What follows belongs to an exercise in optimizing a design on an open flow for small area; a production flow would make more cautious choices. The RTL was checked by simulation tests, not by an equivalence proof against the original design. Power is estimated from default activity; no workload was simulated. The clock port is modelled as an ideal driver; clocking choices that lean on that would not hold on a real chip.

$ cat design.v
module node(clk, rst, textfile, keyword, data_wr, key_en, result);
	input clk;
	input rst;
	input [31:0] textfile;
	input [31:0] keyword;
	input data_wr;
	input key_en;
	output [31:0] result;
	reg [2:0] ph;
	reg [1:0] cph;
	reg [127:0] kc;
	reg [255:0] kr;
	reg ken_d;
	reg eq_c;		 
	reg er;			 
	reg eqa, eqb;		 
	reg [4:0] c0;
	reg [3:0] c1, c2, c3;
	reg cur_valid;		 
	reg [1:0] cur_slot;	 
	reg a_valid;		 
	reg b_valid;		 
	wire kfirst = key_en & ~ken_d;
	wire kdone  = ken_d & ~key_en;
	wire full3  = a_valid & b_valid & cur_valid;
	wire align  = (cph == ph[1:0]);
	wire rot    = ~key_en & (full3 ? (cph != 2'd0) : align);
	wire mr = (kr[31:0] == kc[31:0]);
	wire cp = ~key_en & ~ken_d & align & (ph[2] ? (a_valid & ~b_valid) : ~a_valid);
	always @(posedge clk or negedge rst)
		if (!rst)
			ph <= 3'd0;
		else
			ph <= ph + 3'd1;
	always @(posedge clk) begin
		ken_d <= key_en;
		if (key_en | rot)
			kc <= {(key_en ? keyword : kc[31:0]), kc[127:32]};
		if (key_en)
			cph <= 2'd0;
		else if (rot)
			cph <= cph + 2'd1;
		if (key_en)
			eq_c <= (kfirst | eq_c) & (keyword == kc[31:0]);
		kr <= {(cp ? kc[31:0] : kr[31:0]), kr[255:32]};
		er <= ((ph[1:0] == 2'd0) | er) & mr;
		if (ph == 3'd3)
			eqa <= er & mr;
		if (ph == 3'd7)
			eqb <= er & mr;
	end
	wire hit_a = eqa & a_valid;
	wire hit_b = eqb & b_valid;
	reg [1:0] nslots;	 
	wire [1:0] idx = cur_valid ? cur_slot : hit_a ? 2'd0 : hit_b ? 2'd1 : nslots;
	reg d1, d2, d3, d4;
	reg [7:0] p, q;
	always @(posedge clk) begin
		d1 <= data_wr;
		d2 <= d1;
		d3 <= d2;
		d4 <= d3;
		q <= textfile[31:24];
		p <= d2 ? q : textfile[23:16];
	end
	wire [7:0] b = data_wr ? textfile[7:0] : d1 ? textfile[15:8] : p;
	wire lv = data_wr | d1 | d2 | d3;
	wire sep = (b == 8'h00) || (b[7:4] == 4'h2) || (b == 8'h3a) || (b == 8'h3b) || (b == 8'h3f);
	reg [4:0] col;		 
	reg match;		 
	wire [1:0] kch = col[3:2] - cph;
	wire [7:0] kl = kc[{kch, col[1:0], 3'b000} +: 8];
	wire full = col[4];
	wire comp = (lv & sep & (col != 5'd0)) | ((lv & ~sep | d4) & full);
	wire eqw = match & (full | (kl == 8'h00));
	always @(posedge clk or negedge rst)
		if (!rst)
			col <= 5'd0;
		else if (comp)
			col <= 5'd0;
		else if (lv & ~sep)
			col <= col + 5'd1;
	always @(posedge clk)
		if (lv & ~sep & ~full)
			match <= ((col == 5'd0) | match) & (b == kl);
	reg s1, s2;
	reg [13:0] r;
	wire s = comp & eqw & ~s2;
	wire f = s & ~(r[0] | r[1] | r[2] | r[3]);
	always @(posedge clk) begin
		s1 <= s;
		s2 <= s1;
	end
	always @(posedge clk) begin
		r[2:0] <= {r[1:0], f};
		r[6:4] <= r[5:3];
		r[10:8] <= r[9:7];
		r[13:12] <= r[12:11];
	end
	always @(posedge clk or negedge rst)
		if (!rst) begin
			r[3] <= 1'b0;
			r[7] <= 1'b0;
			r[11] <= 1'b0;
		end else begin
			r[3] <= r[2];
			r[7] <= r[6];
			r[11] <= r[10];
		end
	wire upd = r[13];
	always @(posedge clk or negedge rst)
		if (!rst) begin
			c0 <= 0; c1 <= 0; c2 <= 0; c3 <= 0;
			cur_valid <= 0;
			a_valid <= 0; b_valid <= 0;
			nslots <= 0;
		end else begin
			c0 <= c0 + {4'd0, upd & (idx == 2'd0)};
			c1 <= c1 + {3'd0, upd & (idx == 2'd1)};
			c2 <= c2 + {3'd0, upd & (idx == 2'd2)};
			c3 <= c3 + {3'd0, upd & (idx == 2'd3)};
			if (upd) begin
				cur_valid <= 1'b1;
				if (!cur_valid & !hit_a & !hit_b)
					nslots <= nslots + 2'd1;
			end
			if (kdone) begin
				if (cur_valid & ~a_valid)
					a_valid <= 1'b1;
				else if (cur_valid & ~b_valid & (cur_slot != 2'd0))
					b_valid <= 1'b1;
				cur_valid <= full3 & eq_c;
			end
		end
	always @(posedge clk) begin
		if (upd)
			cur_slot <= idx;
	end
	assign result = {4'b0, c3, 4'b0, c2, 4'b0, c1, 3'b0, c0};
endmodule
$ cat constraint.sdc
create_clock -name core_clock -period 10.0 [get_ports {clk}]
set_input_delay 2.0000 -clock core_clock [delete_from_list [all_inputs] [get_ports {clk}]]
set_output_delay 2.0000 -clock core_clock [all_outputs]
set_load 0.01 [all_outputs]
$ cat standard.sh
#!/bin/bash
# synth_recipe.tcl (not shown) runs the flow's synth.tcl, then flattens the netlist and writes it again
# the make line also repeats each setting of config.mk as NAME=value (left out here)
make -C /OpenROAD-flow-scripts/flow DESIGN_CONFIG=/design/flow/config.mk WORK_HOME=/design/flow/orfs CLKGATE_MAP_FILE= SYNTH_SCRIPT=/design/flow/synth_recipe.tcl "${@:-finish}"
$ cat config.mk
export PLATFORM = sky130hd
export DESIGN_NAME = node
export DESIGN_NICKNAME = node
export VERILOG_FILES = /design/flow/design.v
export SDC_FILE = /design/flow/constraint.sdc
export NUM_CORES = 4
export LEC_CHECK = 0
export CAP_MARGIN = 20
export CORE_MARGIN = 2
export CORE_UTILIZATION = 70
export SLEW_MARGIN = 20
export SYNTH_MEMORY_MAX_BITS = 8192
$ cat flow/run.sh
#!/bin/bash
# Standard ORFS layout with these changes to how it is made:
#  - port buffers use the smallest buffer cell,
#  - buffers inserted by ABC are removed before placement (repair re-adds
#    any that timing or slew needs),
#  - CTS clusters more flip-flops per clock buffer, uses small buffers above
#    the leaf level and adds no dummy loads,
#  - the constant outputs share the tie cell synthesis made.
set -euo pipefail
export BUFFER_PORTS_ARGS="-buffer_cell sky130_fd_sc_hd__buf_1"
export REMOVE_ABC_BUFFERS=1
export SKIP_REPAIR_TIE_FANOUT=1
export CTS_ARGS="-sink_clustering_enable -repair_clock_nets -sink_clustering_size 32 -sink_clustering_max_diameter 120 -buf_list {sky130_fd_sc_hd__clkbuf_4 sky130_fd_sc_hd__clkbuf_16} -sink_clustering_buffer sky130_fd_sc_hd__clkbuf_16 -root_buf sky130_fd_sc_hd__clkbuf_4 -tree_buf sky130_fd_sc_hd__clkbuf_4 -dont_use_dummy_load"
bash standard.sh synth > synth.log 2>&1
bash standard.sh finish > layout.log 2>&1
==> run notes, run 1 <==
After routing, the total negative slack on setup checks comes to 0 ns. Setup repair after global routing left no endpoint under its margin. The final design area excluding fillers is 15300 µm². The worst setup path is of the in2reg kind. The last weighted congestion value of the routability-driven placer is 0.830. The internal power is 0.00291 W. The number of levels in the clock H-tree came out at 1. The detailed-route vias per instance is 5.66. The count of flip-flops with a built-in enable after synthesis came out at 134. The routed wirelength normalized by instance count is 21.1 µm. The clock drives 460 sinks. The switching component of the power came out at 0.00110 W. The final net count is 1015.

The total detailed-routing wirelength came out at 25.3 mm. The global-route wire length before repair is 39.3 mm. The register bit count reported by yosys came out at 460. The type of origin of the critical path is an input port. The via count of the first global-routing pass came to 7046.

The top cell types in the final layout, fill and taps aside, are sky130_fd_sc_hd__dfxtp_1, sky130_fd_sc_hd__edfxtp_1, sky130_fd_sc_hd__buf_1. CTS placed an instance of sky130_fd_sc_hd__clkbuf_4 at the clock tree root. The total via count after detailed routing came out at 6789. The number of placed instances with taps included came out at 1181. The worst hold path belongs to the class reg2reg. The clock latency reported for the late side of the worst-skew pair is 0.74 ns. TritonCTS built the clock tree.

In this run, distinct cell masters in the synthesized netlist total 45. Each instance of the synthesized netlist takes up on average 16.8 µm². The number of max-capacitance violations reported came out at 0. The share of power burned in registers came out at 60.1%.

The required time of the critical path is 10.65 ns. The clock transition at the register clock pins on the worst setup and hold paths after CTS came out at 0.11 ns. The clock network accounts for 19.3% of the total power. The total standard cell area after synthesis is 14500 µm².

The proportion of power drawn by combinational gates came out at 20.5%. The type of element capturing the critical path is a flop. The number of I/O pins came out at 100. The area of the die came out at 21800 µm².

The number of hold violations in the final report is 0. The startpoint identified for the worst hold timing path is kr[134]. The predominant post-synthesis flop cell is sky130_fd_sc_hd__dfxtp_1. After clock tree synthesis, the setup repair step added 0 buffers. The maximum fanout along the worst path is 13.

The worst max-slew margin expressed relative to the limit came out at 37.1%. The post-route netlist has 15.0% of its cells at a drive strength greater than 1. The count of final max-slew check failures came out at 0.

The overall routing resource usage is 23.6%. For the pin with the worst max-slew slack, the measured transition is 0.940 ns. The post-cts sizing count is 0. The worst clock skew is 0.0500 ns. The leakage power of the design came out at 5.79 nW. The flow ran to the end and the layout has no timing, DRC or antenna violations.

The peak clock frequency supported by timing came out at 267 MHz. The DRC violation total after the first TritonRoute iteration is 519. Entering global routing, the biggest net connects 97 pins. Measured along the x axis, the die boundary spans 148 µm. The most common cell after layout, fill and taps aside is sky130_fd_sc_hd__dfxtp_1. The die extent in y is 148 µm. The core region area came out at 20200 µm². The power density over cell area is 262 nW/µm². The switching part of the total came out at 27.5%. Sequential elements use 74.1% of the synthesized area. For this run, design rule violations remaining after detail routing come to 0. The start point of the critical path is data_wr.

The clock period could shrink to 3.74 ns. The total number of placement rows is 52. After technology mapping, the gate count stands at 860. Once the floorplan was initialized, standard cells occupied 71.4% of the core. In this run the critical register-to-register path is launched from col[0].

The final-report setup violation count is 0. The synthesized design devotes to its leading area cell type 40.6% of total area. The number of iterations in the first detailed-routing pass came out at 5.

The standard cell area after detailed placement came out at 14900 µm². The finished layout holds 1200 standard cells, fillers aside. Summed over all nets, the half-perimeter wirelength after detailed placement is 17.3 mm. Compared with the post-synthesis result, the final layout area differs by 6.12%.

The remaining antenna violation count after routing came out at 0. The clock passes through at most 3 buffers. The number of CTS-inserted buffers came out at 18. The number of antenna violations at the first check in global routing is 1. The maximum VDD drop is 0.000209 V.

The minimum hold slack is 0.277 ns. The global-route congestion overflow total is 0. Yosys attributes the largest share of cell area to sky130_fd_sc_hd__dfxtp_1, sky130_fd_sc_hd__edfxtp_1, sky130_fd_sc_hd__mux2_2, sky130_fd_sc_hd__dfrtp_1, sky130_fd_sc_hd__mux4_2. The number of inserted filler cells in the final layout is 1185. Counting flops with an async set or reset pin after synthesis yields a share of 7.17%. The number of buffer cells added on primary ports is 84. Summed over all instances, the cell type with the most area after synthesis is sky130_fd_sc_hd__dfxtp_1. The number of warnings issued by yosys came out at 1.

The final period utilization is 37.4%. The data arrival at the endpoint of the critical path came out at 4.39 ns. Buffers inserted to repair hold after CTS numbered 0.
==> power by group through the flow <==
stage	combinational [W]	clock [W]	sequential, W
finish	0.000825	0.000777	0.00242
CTS	0.000828	0.000795	0.00242
global placement	0.000798	0	0.00243
global route	0.000880	0.000858	0.00245
floorplan	0.000546	0	0.00244
detailed placement	0.000823	0	0.00246
==> metrics by stage <==
step | power, W | worst slack, ns | util [%]
detailed placement | 0.00328 | 5.50 | 73.8
global placement | 0.00323 | 5.62 | 73.8
CTS | 0.00404 | 6.30 | 75.8
floorplan | 0.00299 | 4.21 | -
finish | 0.00402 | 6.26 | 75.8
global route | 0.00419 | 6.00 | 75.8
==> cell usage after synthesis, drive strengths merged (2+ instances only) <==
cell type / count
mux2: 77
dfxtp: 293
and2: 4
nor2: 16
nor3b: 2
a21o: 2
mux4: 32
xor2: 14
mux2i: 9
and3: 2
edfxtp: 134
xnor2: 75
a21oi: 8
nand3: 12
a22o: 8
dfrtp: 33
buf: 25
o2111ai: 2
nand4: 17
ha: 16
nand2b: 4
clkbuf: 14
inv: 14
a221o: 8
o21ai: 4
nand2: 7
nor4: 10
nor3: 4
==> logic make-up (layout without fill, tap and decap cells) <==
family                   Yosys count  in the layout  share of synthesized area [%]
flip-flops                       460            460                           74.1
multiplexers                     118            118                           11.6
XOR/XNOR                          91             91                           5.71
AND/OR/NAND/NOR                   79             79                           2.91
buffers and inverters             53            122                           1.99
AO/OA/AOI/OAI                     42             42                           2.23
adder cells (fa/ha/maj)           16             16                           1.39
other                              1              2                         0.0259
==> per-layer routing <==
layer	share of wire (%)	GRT usage, %	vias to the layer above	routed length, µm
li1	-	-	3187	-
met1	44	33.0	3371	11000
met4	1.8	5.58	0	467
met2	49	39.7	198	12300
met5	0	0	-	0
met3	5.9	3.86	33	1480
==> registers in the layout, indices dropped and copies added (netlist names), 3 cells and up <==
| register | cells |
|---|---|
| c1 | 4 |
| p | 8 |
| kc | 128 |
| c3 | 4 |
| r | 14 |
| c0 | 5 |
| kr | 256 |
| col | 5 |
| ph | 3 |
| q | 8 |
| c2 | 4 |
==> critical path, cell delays in order <==
cell and delay [ns]:
sky130_fd_sc_hd__buf_1 0.43, sky130_fd_sc_hd__mux2i_1 0.42, sky130_fd_sc_hd__a21boi_0 0.18, sky130_fd_sc_hd__o2111ai_1 0.48
sky130_fd_sc_hd__a21oi_1 0.16, sky130_fd_sc_hd__o22ai_1 0.47, sky130_fd_sc_hd__nor3b_1 0.26
==> path summary, 6_finish.rpt <==
kind	end	slack, ns	cells past startpoint
max	s1	6.26	7
min	kr[102]	0.28	0
max reg2reg	s1	7.08	7
min reg2reg	kr[102]	0.28	0
max in group asynchronous	col[0]	8.09	1
min in group asynchronous	col[1]	1.35	1
==> final cells by class <==
type	instances	area [µm²]	area share, %
Clock buffer	18	398	2.59
Multi-Input combinational cell	347	3460	22.6
Antenna cell	1	2.50	0.0163
Tap cell	270	338	2.20
Inverter	14	52.6	0.343
Timing Repair Buffer	90	367	2.39
Sequential cell	460	10700	69.9
==> run 2: changes to the inputs <==
--- a/flow/run.sh
+++ b/flow/run.sh
@@ -10,6 +10,6 @@
 export BUFFER_PORTS_ARGS="-buffer_cell sky130_fd_sc_hd__buf_1"
 export REMOVE_ABC_BUFFERS=1
 export SKIP_REPAIR_TIE_FANOUT=1
-export CTS_ARGS="-sink_clustering_enable -repair_clock_nets -sink_clustering_size 32 -sink_clustering_max_diameter 120 -buf_list {sky130_fd_sc_hd__clkbuf_4 sky130_fd_sc_hd__clkbuf_16} -sink_clustering_buffer sky130_fd_sc_hd__clkbuf_16 -root_buf sky130_fd_sc_hd__clkbuf_4 -tree_buf sky130_fd_sc_hd__clkbuf_4 -dont_use_dummy_load"
+export CTS_ARGS="-sink_clustering_enable -repair_clock_nets -sink_clustering_size 33 -sink_clustering_max_diameter 80 -buf_list {sky130_fd_sc_hd__clkbuf_4 sky130_fd_sc_hd__clkbuf_16} -sink_clustering_buffer sky130_fd_sc_hd__clkbuf_16 -root_buf sky130_fd_sc_hd__clkbuf_4 -tree_buf sky130_fd_sc_hd__clkbuf_4 -dont_use_dummy_load"
 bash standard.sh synth > synth.log 2>&1
 bash standard.sh finish > layout.log 2>&1
--- a/config.mk
+++ b/config.mk
@@ -7,6 +7,7 @@
 export LEC_CHECK = 0
 export CAP_MARGIN = 20
 export CORE_MARGIN = 2
-export CORE_UTILIZATION = 70
+export CORE_UTILIZATION = 80
+export PLACE_DENSITY = 0.92
 export SLEW_MARGIN = 20
 export SYNTH_MEMORY_MAX_BITS = 8192
==> run notes, run 2 <==
The peak clock frequency supported by timing came out at 257 MHz (-4.0%). The proportion of power drawn by combinational gates is 20.7% (+0.2 points). The die extent in y is 138 µm (-6.3%). The cell sitting at the root of the clock tree is a sky130_fd_sc_hd__clkbuf_4. The slowest cell on the critical path is sky130_fd_sc_hd__buf_4. The detailed-route vias per instance came to 6.27 (+11%).

In the layout the commonest cells are sky130_fd_sc_hd__dfxtp_1, sky130_fd_sc_hd__edfxtp_1, sky130_fd_sc_hd__buf_1. The library cell used most frequently in the layout, excluding fill and tap cells, is sky130_fd_sc_hd__dfxtp_1. The worst max-slew margin expressed relative to the limit came out at 32.4% (-4.8 points).

The DRC violation total after the first TritonRoute iteration came out at 765 (+47%). The remaining antenna violation count after routing came to 0 (unchanged). The most area-hungry cell type in the Yosys netlist is sky130_fd_sc_hd__dfxtp_1. The data arrival at the endpoint of the critical path came out at 4.20 ns (-0.19 ns).

Setup repair after global routing left no endpoint under its margin. The last weighted congestion value of the routability-driven placer is 0.874 (+5.3%). The overall routing resource usage came to 30.2% (+6.5 points). The global-route congestion overflow total is 0 (unchanged). The pin count of the biggest net entering global routing is 80 (-18%). The share of the yosys chip area belonging to registers came out at 74.1% (unchanged). The number of placed instances with taps included is 1140 (-3.5%). The maximum fanout along the worst path is 79 (+66). The worst setup path is launched from an input port. The synthesis-to-layout area growth is 5.57%. Counting stages on the worst path, the most repeated cell is sky130_fd_sc_hd__buf_4. The area of the die came out at 19200 µm² (-12%). The number of max-capacitance violations reported was 0 (unchanged).

The total via count after detailed routing is 7260 (+6.9%). The transition time of the tightest slew-check pin came out at 1.01 ns (+0.0747 ns). The worst clock skew is 0.0990 ns (+0.0490 ns). The final-report setup violation count came out at 0 (unchanged). The number of flip-flops in the largest register came to 256 (unchanged). The horizontal extent of the die came to 138 µm (-6.3%). The via count of the first global-routing pass is 7544 (+7.1%). The deepest clock path buffer count came to 3 (unchanged). By area the synthesized netlist is led by sky130_fd_sc_hd__dfxtp_1, sky130_fd_sc_hd__edfxtp_1, sky130_fd_sc_hd__mux2_2, sky130_fd_sc_hd__dfrtp_1, sky130_fd_sc_hd__mux4_2. The count of hold-fix buffers inserted at cts came out at 0 (unchanged). The final-layout setup total negative slack is 0 ns (unchanged).

The overall power is 0.00405 W (+0.87%). The number of CTS-inserted buffers came out at 17 (-1). The number of buffer cells added on primary ports is 84 (unchanged). The setup path with the least slack is of type in2reg. The share of Yosys cell area claimed by the top area cell type is 40.6% (unchanged).

The core region area was 17800 µm² (-12%). The flow ran to the end and the layout has no timing, DRC or antenna violations. The routed wirelength normalized by instance count is 24.8 µm (+18%). The number of levels in the clock H-tree came out at 1 (unchanged). After synthesis, the most frequently instantiated cells are sky130_fd_sc_hd__dfxtp_1, sky130_fd_sc_hd__edfxtp_1, sky130_fd_sc_hd__mux2_2, sky130_fd_sc_hd__xnor2_1, sky130_fd_sc_hd__dfrtp_1.

The path type of the worst min-delay path is reg2reg. The number of I/O pins came to 100 (unchanged). The count of final max-slew check failures came out at 0 (unchanged). Yosys instantiated no cell more often than sky130_fd_sc_hd__dfxtp_1.

The largest registers in the layout are kr x256, kc x128, r x14. The count of flip-flops with a built-in enable after synthesis came out at 134 (unchanged). The instance count of the mapped netlist is 860 (unchanged). The remaining design rule violation count came to 0 (unchanged).

The final period utilization is 39.0% (+1.6 points). The post-cts sizing count is 0 (unchanged). The buffers plus inverters on the worst setup path is 3 (+2). Walking the worst path, the cells encountered are clkbuf_2 -> buf_4 -> nand2b_4 -> buf_4. The register bit count reported by yosys was 460 (unchanged). The share of power burned in registers is 60.3% (+0.2 points). The clock transition at the register clock pins on the worst setup and hold paths after CTS came to 0.11 ns (about the same). Among all flip-flop cells after synthesis, the most frequent one is sky130_fd_sc_hd__dfxtp_1.

The required time of the critical path is 10.30 ns (-0.35 ns). The part of the total power dissipated in the clock network is 18.9% (-0.4 points). The register with the most flip-flops is kr. The final critical-path required period is 3.90 ns (+0.156 ns). The clock latency reported for the late side of the worst-skew pair is 0.76 ns (+0.02 ns). The total detailed-routing wirelength is 28.8 mm (+14%). Broken down by cell family, the worst path's largest delay share belongs to buffers and inverters. The number of iterations in the first detailed-routing pass is 5 (unchanged). The number of warnings issued by yosys came out at 1 (unchanged). The global-route wire length before repair is 43.8 mm (+11%). The biggest cell delay along the critical path is 0.90 ns (+0.42 ns).

The proportion of layout cells with a drive suffix above 1 was 14.9% (-0.092 points). The number of antenna violations at the first check in global routing came out at 1 (unchanged). The async set-or-reset flop fraction in the synthesized netlist is 7.17% (unchanged). The number of inserted filler cells in the final layout came out at 764 (-36%). The clock sink count is 460 (unchanged). The post-detailed-placement half-perimeter wirelength came out at 18.4 mm (+6.5%). The power density over cell area is 266 nW/µm² (+1.4%). The total number of placement rows is 49 (-5.8%). The final net count came to 1014 (-0.099%). The internal power came to 0.00290 W (-0.48%).

The leakage power of the design is 5.78 nW (-0.24%). The worst setup path is captured at a flop. The switching component of the power was 0.00115 W (+4.4%). The switching part of the total came to 28.4% (+0.97 points). The number of setup buffers added after CTS was 0 (unchanged).

The number of unique standard cell types used by synthesis is 45 (unchanged). The initial core utilization was 81.0% (+9.6 points). The maximum VDD drop came to 0.000225 V (+7.6%).

The total standard cell area after synthesis came out at 14500 µm² (unchanged). The number of non-filler instances in the completed layout came out at 1158 (-3.5%). The mean area per synthesized cell is 16.8 µm² (unchanged). TritonCTS built the clock tree. The number of hold violations in the final report is 0 (unchanged).
## run 2: cell types whose count changed in the layout (fill, tap and decap cells not counted), sizes merged
cell,previous run,this run
clkbuf,20,19
## run 2: kinds of logic after synthesis
kind of cell / share of synthesized area, %
buffers and inverters: 1.99
adders and majority gates: 1.39
other: 0.0259
xor gates and xnor gates: 5.71
AOI/OAI and AO/OA: 2.23
and+or+nand+nor: 2.91
DFF: 74.1
muxes: 11.6
## run 2: layout make-up
cell class,instances,area (µm²),share of cell area [%]
Tap cell,229,287,1.88
Clock buffer,17,373,2.44
Timing Repair Buffer,90,363,2.38
Antenna cell,1,2.50,0.0164
Sequential cell,460,10700,70.2
Multi-Input combinational cell,347,3460,22.7
Inverter,14,52.6,0.344
## run 2: metal layers
metal  part of all wire [%]  routed length [µm]  GRT usage, %
met1                     38               10900          39.0
met2                     50               14500          51.4
met3                    7.7                2220          5.47
met4                    4.0                1140          12.1
met5                      0                   0             0
## run 2: metrics by stage
| stage | hold slack (ns) | worst slack (ns) | util [%] | cell area, µm² |
|---|---|---|---|---|
| 6_report | 0.262 | 6.10 | 85.5 | 15300 |
| 5_1_grt | 0.293 | 5.97 | 85.5 | 15300 |
| 4_1_cts | 0.291 | 6.20 | 85.5 | 15300 |
| 3_5_place_dp | 0.312 | 5.47 | 83.4 | 14900 |
| 3_3_place_gp | 0.310 | 5.62 | 83.4 | 14900 |
| 2_1_floorplan | 0.310 | 4.21 | - | 14200 |
## run 2: worst paths after layout
check | start | to | slack (ns) | cells past startpoint
max in group asynchronous | rst | col[0] | 8.03 | 1
worst max-delay path | key_en | kc[15] | 6.10 | 4
worst max register to register | cph[0] | kc[15] | 7.12 | 6
min in group asynchronous | rst | col[4] | 1.41 | 1
worst min-delay path | kr[58] | kr[26] | 0.26 | 0
worst min register to register | kr[58] | kr[26] | 0.26 | 0
## run 2: power by group through the flow
stage | Clock [W] | Sequential [W] | Combinational [W]
after CTS | 0.000770 | 0.00244 | 0.000832
final | 0.000767 | 0.00245 | 0.000841
after detailed placement | 0 | 0.00247 | 0.000820
after floorplan | 0 | 0.00244 | 0.000546
after global routing | 0.000823 | 0.00247 | 0.000885
after global placement | 0 | 0.00243 | 0.000783
==> run 3: changes to the inputs <==
==> run.sh (new file) <==
#!/bin/bash
# synth_recipe.tcl (not shown) runs the flow's synth.tcl, then flattens the netlist and writes it again
# the make line also repeats each setting of config.mk as NAME=value (left out here)
make -C /OpenROAD-flow-scripts/flow DESIGN_CONFIG=/design/flow/config.mk WORK_HOME=/design/flow/orfs CLKGATE_MAP_FILE= SYNTH_SCRIPT=/design/flow/synth_recipe.tcl finish
--- a/config.mk
+++ b/config.mk
@@ -7,7 +7,9 @@
 export LEC_CHECK = 0
 export CAP_MARGIN = 20
 export CORE_MARGIN = 2
-export CORE_UTILIZATION = 80
-export PLACE_DENSITY = 0.92
+export CORE_UTILIZATION = 70
+export CTS_BUF_LIST = sky130_fd_sc_hd__clkbuf_16
+export CTS_CLUSTER_DIAMETER = 120
+export CTS_CLUSTER_SIZE = 32
 export SLEW_MARGIN = 20
 export SYNTH_MEMORY_MAX_BITS = 8192
removed: flow/run.sh
removed: standard.sh
==> run notes, run 3 <==
The run finished with no timing, DRC or antenna violations. The total via count after detailed routing is 6962 (-4.1%). The number of iterations in the first detailed-routing pass came out at 5 (unchanged). The number of warnings issued by yosys came to 1 (unchanged). The global-route wire length before repair is 40.6 mm (-7.3%). The register bit count reported by yosys came out at 460 (unchanged). The data arrival at the endpoint of the critical path came out at 4.41 ns (+0.21 ns). The number of levels in the clock H-tree came out at 1 (unchanged). The path type of the worst min-delay path is reg2reg.

The synthesis-to-layout area growth came out at 10.9%. The clock transition at the register clock pins on the worst setup and hold paths after CTS is 0.11 ns (about the same). TritonCTS built the clock tree. The arithmetic-cell share of the synthesized area counting full adders, half adders and majority gates is 1.39% (unchanged).

The number of hold violations in the final report is 0 (unchanged). The simple logic cell fraction of the synthesized area is 2.91% (unchanged). The number of inserted filler cells in the final layout came out at 1105 (+45%). STA classifies the critical path endpoint as a flop. The tree is rooted in a sky130_fd_sc_hd__clkbuf_16. The share of the yosys chip area belonging to registers was 74.1% (unchanged). The power density over cell area came out at 260 nW/µm² (-2.2%). The total number of placement rows was 52 (+6.1%). The initial core utilization came out at 71.4% (-9.6 points). The number of flip-flops in the largest register is 256 (unchanged). The maximum VDD drop is 0.000174 V (-23%). The die extent in y came to 148 µm (+6.7%). The peak clock frequency supported by timing came out at 233 MHz (-9.1%). The total detailed-routing wirelength came out at 26.3 mm (-8.7%). The global-route congestion overflow total is 0 (unchanged).

The count of flip-flops with a built-in enable after synthesis is 134 (unchanged). The pin count of the biggest net entering global routing came out at 81 (+1.3%). Setup repair after global routing left no endpoint under its margin. The number of antenna violations at the first check in global routing is 0 (-1). The final critical-path required period came out at 4.29 ns (+0.390 ns). The area fraction in compound gates after synthesis is 2.23% (unchanged). The routed wirelength normalized by instance count came out at 21.4 µm (-14%). The commonest cells after synthesis are sky130_fd_sc_hd__dfxtp_1, sky130_fd_sc_hd__edfxtp_1, sky130_fd_sc_hd__mux2_2, sky130_fd_sc_hd__xnor2_1, sky130_fd_sc_hd__dfrtp_1.

The area of the die was 21800 µm² (+14%). The number of non-filler instances in the completed layout came to 1225 (+5.8%). The last weighted congestion value of the routability-driven placer came out at 0.840 (-3.8%). The mux cell area share after synthesis came out at 11.6% (unchanged).

In the layout the commonest cells are sky130_fd_sc_hd__dfxtp_1, sky130_fd_sc_hd__edfxtp_1, sky130_fd_sc_hd__clkdlybuf4s50_1. The instance count of the mapped netlist was 860 (unchanged). The core region area is 20200 µm² (+13%). Among all cell types in the netlist, the one instantiated most often is sky130_fd_sc_hd__dfxtp_1. The worst setup path is of the in2reg kind.

The transition time of the tightest slew-check pin came to 1.16 ns (+0.150 ns). After synthesis, the largest family of logic cells by area is multiplexers. Ranked by flip-flop count, first place goes to kr. The number of buffer cells added on primary ports came to 84 (unchanged). The count of final max-slew check failures is 0 (unchanged). The async set-or-reset flop fraction in the synthesized netlist came out at 7.17% (unchanged). The number of CTS-inserted buffers came to 18 (+1). The clock sink count came out at 460 (unchanged).

The final period utilization came to 42.9% (+3.9 points). The number of setup buffers added after CTS came out at 0 (unchanged). The number of unique standard cell types used by synthesis came to 45 (unchanged). The proportion of layout cells with a drive suffix above 1 is 14.6% (-0.32 points). The deepest clock path buffer count came out at 3 (unchanged). The most common cell after layout, fill and taps aside is sky130_fd_sc_hd__dfxtp_1. The capture point of the worst reg-to-reg path is r[0]. The post-detailed-placement half-perimeter wirelength is 17.1 mm (-7.1%). The remaining design rule violation count is 0 (unchanged). The number of diodes came out at 0 (-1).

The final net count is 1027 (+1.3%). The share of Yosys cell area claimed by the top area cell type is 40.6% (unchanged). The most used flip-flop cell after synthesis is sky130_fd_sc_hd__dfxtp_1. The mean area per synthesized cell is 16.8 µm² (unchanged).

The worst clock skew is 0.0300 ns (-0.0689 ns). Walking the worst path, the cells encountered are buf_2 -> nand2b_4 -> buf_4. In the post-synthesis netlist, the biggest area contributors are sky130_fd_sc_hd__dfxtp_1, sky130_fd_sc_hd__edfxtp_1, sky130_fd_sc_hd__mux2_2, sky130_fd_sc_hd__dfrtp_1, sky130_fd_sc_hd__mux4_2. The post-cts sizing count came out at 0 (unchanged).

The overall routing resource usage came out at 24.4% (-5.7 points). The number of I/O pins came to 100 (unchanged). The number of max-capacitance violations reported is 0 (unchanged). The clock latency reported for the late side of the worst-skew pair is 0.53 ns (-0.23 ns).

The maximum fanout along the worst path was 80 (+1.3%). The xor and xnor area share after synthesis came out at 5.71% (unchanged). The worst reg2reg path depth is 7 (+1). The slowest cell on the critical path is sky130_fd_sc_hd__buf_4. The final-report setup violation count came to 0 (unchanged).

The worst setup path is launched from an input port. The remaining antenna violation count after routing is 0 (unchanged). The largest registers in the layout are kr x256, kc x128, r x14. The number of placed instances with taps included is 1193 (+4.6%). The worst max-slew margin expressed relative to the limit is 21.6% (-11 points). The most critical setup path has its endpoint at kc[78]. The total standard cell area after synthesis is 14500 µm² (unchanged). The final-layout setup total negative slack is 0 ns (unchanged).

The count of hold-fix buffers inserted at cts is 0 (unchanged). sky130_fd_sc_hd__dfxtp_1 takes more of the synthesized area than any other cell. The leakage power of the design was 6.15 nW (+6.4%). The biggest cell delay along the critical path came to 0.88 ns (-0.02 ns). The via count of the first global-routing pass came out at 7304 (-3.2%). The detailed-route vias per instance is 5.68 (-9.3%). The horizontal extent of the die is 148 µm (+6.7%).

The minimum hold slack came out at 0.330 ns (+0.0682 ns). The DRC violation total after the first TritonRoute iteration is 443 (-42%). The flop-to-flop setup slack is 7.06 ns (-0.06 ns). The most critical setup path has its startpoint at key_en. The required time of the critical path was 10.13 ns (-0.17 ns). In this run the critical register-to-register path is launched from col[0].
[run 3: cell counts after synthesis]
Identical to the previous run, type by type.
[run 3: layout make-up]
cell class | count | area [µm²] | share of cell area, %
clock buffers | 19 | 475 | 2.97
clock inverters | 13 | 65.1 | 0.406
inverters | 14 | 52.6 | 0.328
multi-input cells | 361 | 3520 | 21.9
flip-flops and latches | 460 | 10700 | 66.9
well taps | 270 | 338 | 2.11
repair buffers | 88 | 861 | 5.37
[run 3: critical path: cells and delay by family]
kind                   cells  cell delay, ns
buffers and inverters      2            1.61
AND/OR/NAND/NOR            1            0.73
[run 3: how the worst min path moves through the flow]
stage | cells past startpoint | slack, ns | startpoint | end
after global routing | 0 | 0.33 | kr[206] | kr[174]
after floorplan | 0 | 0.31 | kr[32] | kr[0]
after detailed placement | 0 | 0.31 | kr[136] | kr[104]
final | 0 | 0.33 | kr[61] | kr[29]
after CTS | 0 | 0.33 | kr[206] | kr[174]
after global placement | 0 | 0.31 | kr[56] | kr[24]
[run 3: metrics by stage]
stage	total power (W)	setup slack [ns]	utilization, %	instance area (µm²)
4_1_cts	0.00417	5.76	79.2	16000
6_report	0.00416	5.71	79.2	16000
5_1_grt	0.00432	5.57	79.2	16000
3_3_place_gp	0.00326	5.35	76.5	15500
2_1_floorplan	0.00302	3.72	-	14500
3_5_place_dp	0.00330	5.18	76.5	15500
[run 3: report_power, final]
part | internal (W) | total, W | switching, W
registers | 0.00225 | 0.00242 | 0.000171
clock network | 0.000356 | 0.000884 | 0.000528
logic | 0.000410 | 0.000860 | 0.000450
[run 3: routing by layer]
metal	up-vias	track usage (%)	wire, µm
met1	3480	32.0	10700
li1	3195	-	-
met5	-	0	0
met2	238	42.0	13100
met4	0	7.84	826
met3	49	4.35	1600
[run 3: cell families (layout without fill, tap and decap cells)]
group / count (synthesis) / count (layout)
xor gates and xnor gates: 91 / 91
buffers and inverters: 53 / 134
AOI/OAI and AO/OA: 42 / 42
adders and majority gates: 16 / 16
other: 1 / 15
DFF: 460 / 460
muxes: 118 / 118
and+or+nand+nor: 79 / 79

==> separate check: timing with driven ports <==
In the flow no input, the clock included, has a driving cell. The finished layouts below were timed again as built, in two steps. Step 1 sets driving cells, clkbuf_16 on the clock port and buf_2 on the other inputs (assumed; they add their load-dependent delay and slew). Step 2 moves the port delays by t, midway between the first and last clock arrival at a register: inputs arrive t later, outputs are due t later. That takes back most of the time a late clock gives input paths. Slacks: ideal / step 1 / step 2; pairs: ideal / step 1.
| run | shift t [ns] | setup slack, ns | worst hold slack (ns) | worst register clock-pin slew, ns | pins driven straight from the clock port |
|---|---|---|---|---|---|
| run 1 | 0.758 | 6.261 / 6.280 / 5.522 | 0.277 / 0.277 / 0.277 | 0.12 / 0.12 | 1 |
| run 2 | 0.756 | 6.105 / 6.128 / 5.371 | 0.262 / 0.262 / 0.262 | 0.12 / 0.12 | 1 |
| run 3 | 0.561 | 5.715 / 5.725 / 5.164 | 0.330 / 0.330 / 0.330 | 0.12 / 0.12 | 1 |
After both steps every run listed still meets setup and hold. The setup slack of run 1, which loses most, moves by +0.019 ns with the drivers and by -0.739 ns with both steps.
